This design comes from an exercise in tuning for small area, a short achievable clock period and few clock cycles on the open sky130 flow, not from production work. The RTL was checked by simulation tests, not by an equivalence proof against the original design. Power is estimated from default activity; no workload was simulated.

// gift_shop_part1
module gift_shop_part1(
    input clk,
    input rst,
    input [31:0] data_in,
    input valid_in,
    output ready,
    output reg finished,
    output [63:0] result
);
    assign ready = !rst;
    reg [1:0]  wc;
    reg [31:0] ra, rb;
    reg [2:0]  ke;       
    reg eph, sph;        
    reg        altp;         
    reg        zp;           
    reg [17:0] ws, wcr;
    reg        fr, e2, s2, z2;
    reg [16:0] bq;           
    reg [16:0] xr;
    reg [17:0] yr;
    reg [2:0]  ka, k3;
    reg [15:0] th;
    reg [33:0] scs, scc;
    reg s1p1, s1p2, s1p3, s2p1, s2p2, s2p3, defer3;
    reg [53:0] acc;
    reg        fresh;        
    reg        zbase;        
    reg [5:0]  rcnt;
    assign result = {10'd0, acc};
    function [6:0] m10; input [3:0] d;
        case (d) 4'd0: m10 = 0; 4'd1: m10 = 10; 4'd2: m10 = 20; 4'd3: m10 = 30; 4'd4: m10 = 40;
        4'd5: m10 = 50; 4'd6: m10 = 60; 4'd7: m10 = 70; 4'd8: m10 = 80; default: m10 = 90; endcase
    endfunction
    function [9:0] m100; input [3:0] d;
        case (d) 4'd0: m100 = 0; 4'd1: m100 = 100; 4'd2: m100 = 200; 4'd3: m100 = 300; 4'd4: m100 = 400;
        4'd5: m100 = 500; 4'd6: m100 = 600; 4'd7: m100 = 700; 4'd8: m100 = 800; default: m100 = 900; endcase
    endfunction
    function [13:0] m1000; input [3:0] d;
        case (d) 4'd0: m1000 = 0; 4'd1: m1000 = 1000; 4'd2: m1000 = 2000; 4'd3: m1000 = 3000; 4'd4: m1000 = 4000;
  ...
export LEC_CHECK = 0
export CAP_MARGIN = 20
export CORE_MARGIN = 2
export CORE_UTILIZATION = 40
export CTS_BUF_LIST = sky130_fd_sc_hd__clkbuf_16
export CTS_CLUSTER_DIAMETER = 100
export CTS_CLUSTER_SIZE = 25
export PLACE_DENSITY = 0.6
export SETUP_SLACK_MARGIN = 5
export SLEW_MARGIN = 20
create_clock -name core_clock -period 10.0 [get_ports {clk}]
standard.sh (not shown) runs the stock make flow with config.mk's settings and CLKGATE_MAP_FILE= SYNTH_SCRIPT=/design/flow/synth_recipe.tcl, a recipe that flattens the netlist after the stock synthesis.
==> flow/flow/run.sh <==
#!/bin/bash
set -euo pipefail
R=orfs/results/sky130hd/gift_shop_part1/base
KNOBS=(BUFFER_PORTS_ARGS="-buffer_cell sky130_fd_sc_hd__buf_1" SETUP_SLACK_MARGIN=5.7)
bash standard.sh "${KNOBS[@]}" synth > standard_synth.log 2>&1
cp $R/1_2_yosys.v $R/1_2_yosys.orig.v
python3 flow/polar.py $R/1_2_yosys.orig.v $R/1_2_yosys.v > polar.log 2>&1
rm -f $R/1_synth.odb
bash standard.sh "${KNOBS[@]}" finish > standard_make.log 2>&1
Other scripts of this flow, unchanged in this note and not shown: flow/flow/polar.py
The first run completed with no timing, DRC or antenna violations.
Testbench counts at the start, summed over its fixed seeds: cycles 6,976.
==> next run, changes <==
Settings changed: CTS_BUF_LIST sky130_fd_sc_hd__clkbuf_16 to sky130_fd_sc_hd__clkbuf_8 sky130_fd_sc_hd__clkbuf_16, CTS_CLUSTER_DIAMETER 100 to 80, CTS_CLUSTER_SIZE 25 to 20.
=>
- cell area rose by 1.4%
- synthesized area stays the same
- power went up by 6.3%
- sequential share of layout area falls by 0.41 points
- clock power goes up by 27%
- via count is about the same
- global-route usage hardly moves
- die area stays the same
- cell count is higher by 0.65%

========
gift_shop_part1, a different RTL version from the one above (not shown whole).
For scale: ~2200 cells after synthesis, about 100 I/O pins, ~25000 um^2 of cells after synthesis.
export LEC_CHECK = 0
export CAP_MARGIN = 20
export CORE_MARGIN = 2
export CORE_UTILIZATION = 40
export CTS_BUF_LIST = sky130_fd_sc_hd__clkbuf_16
export CTS_CLUSTER_DIAMETER = 100
export CTS_CLUSTER_SIZE = 25
export PLACE_DENSITY = 0.6
export SETUP_SLACK_MARGIN = 5
export SLEW_MARGIN = 20
create_clock -name core_clock -period 10.0 [get_ports {clk}]
Scripts as last shown in full above: flow/flow/run.sh
Other scripts of this flow, unchanged in this note and not shown: flow/flow/polar.py
Testbench counts at the start, summed over its fixed seeds: cycles 6,976.
==> next run, changes <==
Settings changed: CTS_BUF_LIST sky130_fd_sc_hd__clkbuf_16 to sky130_fd_sc_hd__clkbuf_8 sky130_fd_sc_hd__clkbuf_16, CTS_CLUSTER_DIAMETER 100 to 80, CTS_CLUSTER_SIZE 25 to 20.
The new run ran to the end with no violations. Clock power increases by 13%. Combinational power barely changes. Cell count increases by 0.41%. Design area increases by 0.65%. Worst setup slack hardly moves. Area after synthesis is unchanged. Hold slack gets worse by 0.0046 ns. Critical path depth does not change. Utilization increases by 0.28 points. Sequential power barely changes.

========
== build 46 ==
gift_shop_part1, a different RTL version from the one above (not shown whole).
Size in the first run: about 340 flip-flops, ~27000 um2 of cells after synthesis.
clock: 10.0 ns
lec_check: 0
cap_margin: 20
core_margin: 2
core_utilization: 40
place_density: 0.6
setup_slack_margin: 5
slew_margin: 20
==> flow/flow/run.sh <==
#!/bin/bash
set -euo pipefail
bash standard.sh BUFFER_PORTS_ARGS="-buffer_cell sky130_fd_sc_hd__buf_4" finish > standard_make.log 2>&1
Testbench counts of build 46, summed over its fixed seeds: cycles 6,976.
The inputs of build 59 differ from those of build 46 as listed below.
==> flow/flow/run.sh <==
#!/bin/bash
set -euo pipefail
bash standard.sh BUFFER_PORTS_ARGS="-buffer_cell sky130_fd_sc_hd__buf_4" SETUP_SLACK_MARGIN=5.7 finish > standard_make.log 2>&1
==> results.txt <==
Build 59 did not stop at any stage, and its layout met the timing, design-rule and antenna checks.
Looking at build 46 and build 59, the global-route usage is a wash.
Lower highest net fanout along the worst path among build 46 and build 59: build 59
Setup slack in build 59 vs build 46: up 0.43 ns
--- input diff build 59..build 60 ---
==> flow/run.sh (new file) <==
#!/bin/bash
# synth_recipe.tcl (not shown) runs the flow's synth.tcl, then flattens the netlist and writes it again
# the make line also repeats each setting of config.mk as NAME=value (left out here)
make -C /OpenROAD-flow-scripts/flow DESIGN_CONFIG=/design/flow/config.mk WORK_HOME=/design/flow/orfs CLKGATE_MAP_FILE= SYNTH_SCRIPT=/design/flow/synth_recipe.tcl finish
removed: flow/flow/run.sh
removed: flow/standard.sh
--- outcome ---
Worst setup slack down 0.64 ns in build 60 wrt build 59
Wire length is lower on build 60
Number of standard cells in the layout, taps in and fillers out of build 60 is on par with build 59.
There was hardly any difference in utilization between build 59 and build 60.

## static timing again, ports no longer ideal
The results above use ideal ports. As a check the final layouts listed here were re-extracted and re-timed, cells and wires unchanged. Step 1: set_driving_cell puts a clkbuf_16 on clk and a buf_2 on each other input, an assumption about the parent block. Step 2 also shifts input and output timing later by t, the mid clock arrival at the registers, as if the neighbouring blocks saw the same clock. Three values: ideal, step 1, step 2; two values: the first two.
run | t (ns) | setup slack, ns | worst slew at a driven data input, ns | pins driven straight from the clock port
the first run of note 1 | 0.607 | 5.741 / 5.709 / 5.638 | 0.04 | 1
the second run of note 1 | 0.636 | 5.741 / 5.709 / 5.629 | 0.04 | 1
the first run of note 2 | 0.595 | 5.741 / 5.709 / 5.653 | 0.04 | 1
the second run of note 2 | 0.615 | 5.741 / 5.708 / 5.643 | 0.04 | 1
build 46 | 0.617 | 5.300 / 5.300 / 5.165 | 0.04 | 1
build 59 | 0.618 | 5.726 / 5.667 / 5.302 | 0.06 | 1
build 60 | 0.618 | 5.082 / 5.061 / 4.867 | 0.04 | 1
After both steps every run listed still meets setup and hold. For build 59, which loses most, drivers alone change the setup slack by -0.059 ns; drivers and shift together by -0.424 ns.
